This design comes from an exercise in tuning for small area and a short achievable clock period on the open sky130 flow, not from production work.
Function was checked by simulation only, so behaviour that the tests miss may differ from the original.

==> flow/design.v (excerpt) <==
module buck_cv_pi(clk_sample,rst,Vout_from_buck,Time_on);
input clk_sample;
input rst;                           
input [15:0] Vout_from_buck;
output [9:0] Time_on;
reg [40:0] A;
reg [15:0] vp;
reg rf;
wire [15:0] V = Vout_from_buck;
wire n0, n1;
ha_m un0(.a(V[0]), .b(vp[0]), .s(n0), .co(n1));
wire n2, n3;
ha_m un2(.a(V[1]), .b(vp[1]), .s(n2), .co(n3));
wire n4, n5;
ha_m un4(.a(V[2]), .b(vp[2]), .s(n4), .co(n5));
wire n6, n7;
ha_m un6(.a(V[3]), .b(vp[3]), .s(n6), .co(n7));
wire n8, n9;
ha_m un8(.a(V[4]), .b(vp[4]), .s(n8), .co(n9));
wire n10, n11;
ha_m un10(.a(V[5]), .b(vp[5]), .s(n10), .co(n11));
wire n12, n13;
ha_m un12(.a(V[6]), .b(vp[6]), .s(n12), .co(n13));
wire n14, n15;
ha_m un14(.a(V[7]), .b(vp[7]), .s(n14), .co(n15));
wire n16, n17;
ha_m un16(.a(V[8]), .b(vp[8]), .s(n16), .co(n17));
wire n18, n19;
ha_m un18(.a(V[9]), .b(vp[9]), .s(n18), .co(n19));
wire n20, n21;
ha_m un20(.a(V[10]), .b(vp[10]), .s(n20), .co(n21));
wire n22, n23;
ha_m un22(.a(V[11]), .b(vp[11]), .s(n22), .co(n23));
wire n24, n25;
ha_m un24(.a(V[12]), .b(vp[12]), .s(n24), .co(n25));
wire n26, n27;
ha_m un26(.a(V[13]), .b(vp[13]), .s(n26), .co(n27));
wire n28, n29;
ha_m un28(.a(V[14]), .b(vp[14]), .s(n28), .co(n29));
wire n30, n31;
ha_m un30(.a(V[15]), .b(vp[15]), .s(n30), .co(n31));
wire n32 = n3 | (n2 & n1);
wire n33 = n2 & n0;
wire n34 = n7 | (n6 & n5);
  ...
Size: roughly 56 flip-flops, about 28 I/O pins.
==> flow/config.mk <==
export PLATFORM = sky130hd
export DESIGN_NAME = buck_cv_pi
export DESIGN_NICKNAME = buck_cv_pi
export VERILOG_FILES = /design/flow/design.v
export SDC_FILE = /design/flow/constraint.sdc
export NUM_CORES = 4
export LEC_CHECK = 0
export ABC_AREA = 1
export CAP_MARGIN = 20
export CORE_MARGIN = 2
export CORE_UTILIZATION = 50
export CTS_BUF_LIST = sky130_fd_sc_hd__clkbuf_8
export SLEW_MARGIN = 20
export SYNTH_HIERARCHICAL = 1
==> flow/constraint.sdc <==
create_clock -name core_clock -period 175.0 [get_ports {clk_sample}]
set_input_delay 35.0000 -clock core_clock [delete_from_list [all_inputs] [get_ports {clk_sample}]]
set_output_delay 35.0000 -clock core_clock [all_outputs]
set_load 0.01 [all_outputs]
standard.sh (not shown) runs the stock make flow with config.mk's settings and CLKGATE_MAP_FILE= SYNTH_SCRIPT=/design/flow/synth_recipe.tcl, a recipe that flattens the netlist after the stock synthesis.
==> flow/flow/run.sh <==
#!/bin/bash
# Standard layout, except that the port buffers inserted before global
# placement use buf_2 cells instead of the default choice.
set -e
export BUFFER_PORTS_ARGS="-buffer_cell sky130_fd_sc_hd__buf_2"
bash standard.sh > standard.log 2>&1
The first run produced a clean layout.
Next try:
==> flow/run.sh (new file) <==
#!/bin/bash
# synth_recipe.tcl (not shown) runs the flow's synth.tcl, then flattens the netlist and writes it again
# the make line also repeats each setting of config.mk as NAME=value (left out here)
make -C /OpenROAD-flow-scripts/flow DESIGN_CONFIG=/design/flow/config.mk WORK_HOME=/design/flow/orfs CLKGATE_MAP_FILE= SYNTH_SCRIPT=/design/flow/synth_recipe.tcl finish
--- a/flow/config.mk
+++ b/flow/config.mk
@@ -11,3 +11,2 @@
 export CORE_UTILIZATION = 50
-export CTS_BUF_LIST = sky130_fd_sc_hd__clkbuf_8
 export SLEW_MARGIN = 20
removed: flow/flow/run.sh
removed: flow/standard.sh
Outcome: Die area stays the same; via count came out higher slightly; final area came out higher slightly; worst setup slack loses 0.39 ns; clock skew came out lower by 0.011 ns; global-route usage barely changes; count of clock-buffer cells in the layout came out lower by 1; area after synthesis is unchanged.

========
buck_cv_pi, a different RTL version from the one above (not shown whole).
For scale: ~68 flip-flops.
clock: 175.0 ns
lec_check: 0
abc_area: 1
cap_margin: 20
core_margin: 2
core_utilization: 50
slew_margin: 20
synth_hierarchical: 1
run.sh (not shown) runs the stock make flow with config.mk's settings and CLKGATE_MAP_FILE= SYNTH_SCRIPT=/design/flow/synth_recipe.tcl, a recipe that flattens the netlist after the stock synthesis.
Stock flow here: none of the scripts above is used.
The baseline completed with no timing, DRC or antenna violations.
Next try:
==> flow/flow/run.sh (new file) <==
#!/bin/bash
# Standard layout, except that the port buffers inserted before global
# placement use buf_2 cells instead of the default choice.
set -e
export BUFFER_PORTS_ARGS="-buffer_cell sky130_fd_sc_hd__buf_2"
bash standard.sh > standard.log 2>&1
==> flow/standard.sh (new file) <==
#!/bin/bash
# synth_recipe.tcl (not shown) runs the flow's synth.tcl, then flattens the netlist and writes it again
# the make line also repeats each setting of config.mk as NAME=value (left out here)
make -C /OpenROAD-flow-scripts/flow DESIGN_CONFIG=/design/flow/config.mk WORK_HOME=/design/flow/orfs CLKGATE_MAP_FILE= SYNTH_SCRIPT=/design/flow/synth_recipe.tcl "${@:-finish}"
removed: flow/run.sh
Die area stays the same.
Routed wire length is lower by 2.6%.
Via count rises by 0.80%.
Worst setup slack is better by 0.42 ns.
Global-route usage is about the same.
Fmax rises by 0.79%.

========
Another version of the RTL of buck_cv_pi (not shown whole).
For scale: ~1200 cells after synthesis, about 56 flip-flops, ~28 I/O pins, ~11000 um2 of cells after synthesis.
Settings: LEC_CHECK=0, ABC_AREA=0, CAP_MARGIN=20, CORE_MARGIN=2, CORE_UTILIZATION=50, SLEW_MARGIN=20, SYNTH_HIERARCHICAL=1; clock period 175.0 ns.
Stock flow here: none of the scripts above is used.
The baseline finished with timing, DRC and antenna clean.
Edit:
Settings changed: ABC_AREA 0 to 1, CORE_UTILIZATION 50 to 70, PLACE_DENSITY from default to 0.75.
Sequential share of layout area went up by 0.55 points.
Maximum frequency went up by about 1.4%.
Global-route usage went up by 11 points.
Non-clock buffer count went up by 1.
Hold slack gets worse by 0.022 ns.
Edit:
Settings changed: CORE_UTILIZATION 70 to 50, PLACE_DENSITY 0.75 to default.
The new run finished with timing, DRC and antenna clean.
Clock skew is higher by 0.0056 ns.
Setup slack is better by 0.16 ns.
Cell count rose by 5.7%.

========
Another version of the RTL of buck_cv_pi (not shown whole).
For scale: roughly 1300 cells after synthesis, roughly 56 flip-flops.
Settings: LEC_CHECK=0, ABC_AREA=1, CAP_MARGIN=20, CORE_MARGIN=2, CORE_UTILIZATION=50, SLEW_MARGIN=20, SYNTH_HIERARCHICAL=1; clock period 175.0 ns.
The first run completed with no timing, DRC or antenna violations.
Edit:
CTS_BUF_LIST = sky130_fd_sc_hd__clkbuf_4 sky130_fd_sc_hd__clkbuf_8   (was not set)
Effect:
- setup slack gains 0.034 ns
- register-to-register slack is better by 0.06 ns
- first-iteration DRC count is lower by 8.6%
- final area shrinks by 0.52%
- synthesized area stays the same

static timing again, ports no longer ideal:
In the flow no input, the clock included, has a driving cell. The finished layouts below were timed again as built, in two steps. Step 1 (the two cells are an assumption about what drives the block):
set clk [get_ports {clk_sample}]
set_driving_cell -lib_cell sky130_fd_sc_hd__clkbuf_16 $clk
set_driving_cell -lib_cell sky130_fd_sc_hd__buf_2 [delete_from_list [all_inputs] $clk]
Step 2 times the ports against the registers' clock, not the clock port: input delays grow and output delays shrink by t, the midpoint of the rising clock arrivals with the driver on. a / b / c = no drivers / after step 1 / after step 2; a / b = the first two.
run | t (ns) | setup slack, ns | worst hold slack (ns) | worst slew at a driven data input, ns | cell pins on the clock port's net
the first run of note 1 | 0.363 | 129.730 / 129.689 / 130.052 | 0.796 / 0.796 / 0.796 | 0.03 | 1
the second run of note 1 | 0.342 | 129.341 / 129.297 / 129.639 | 0.775 / 0.775 / 0.775 | 0.03 | 1
the first run of note 2 | 0.394 | 121.847 / 121.876 / 121.483 | 0.798 / 0.798 / 0.798 | 0.03 | 1
the second run of note 2 | 0.395 | 122.266 / 122.297 / 121.903 | 0.788 / 0.788 / 0.788 | 0.03 | 1
the first run of note 3 | 0.333 | 129.590 / 129.552 / 129.885 | 0.810 / 0.810 / 0.810 | 0.03 | 1
the second run of note 3 | 0.343 | 130.197 / 130.157 / 130.500 | 0.788 / 0.788 / 0.788 | 0.05 | 1
the third run of note 3 | 0.352 | 130.353 / 130.310 / 130.662 | 0.777 / 0.777 / 0.777 | 0.03 | 1
the first run of note 4 | 0.340 | 129.800 / 129.758 / 130.098 | 0.791 / 0.791 / 0.791 | 0.03 | 1
the second run of note 4 | 0.359 | 129.834 / 129.795 / 130.155 | 0.799 / 0.799 / 0.799 | 0.03 | 1
After both steps setup and hold are still met in every run listed. For the first run of note 2, which loses most, drivers alone change the setup slack by +0.029 ns; drivers and shift together by -0.364 ns.
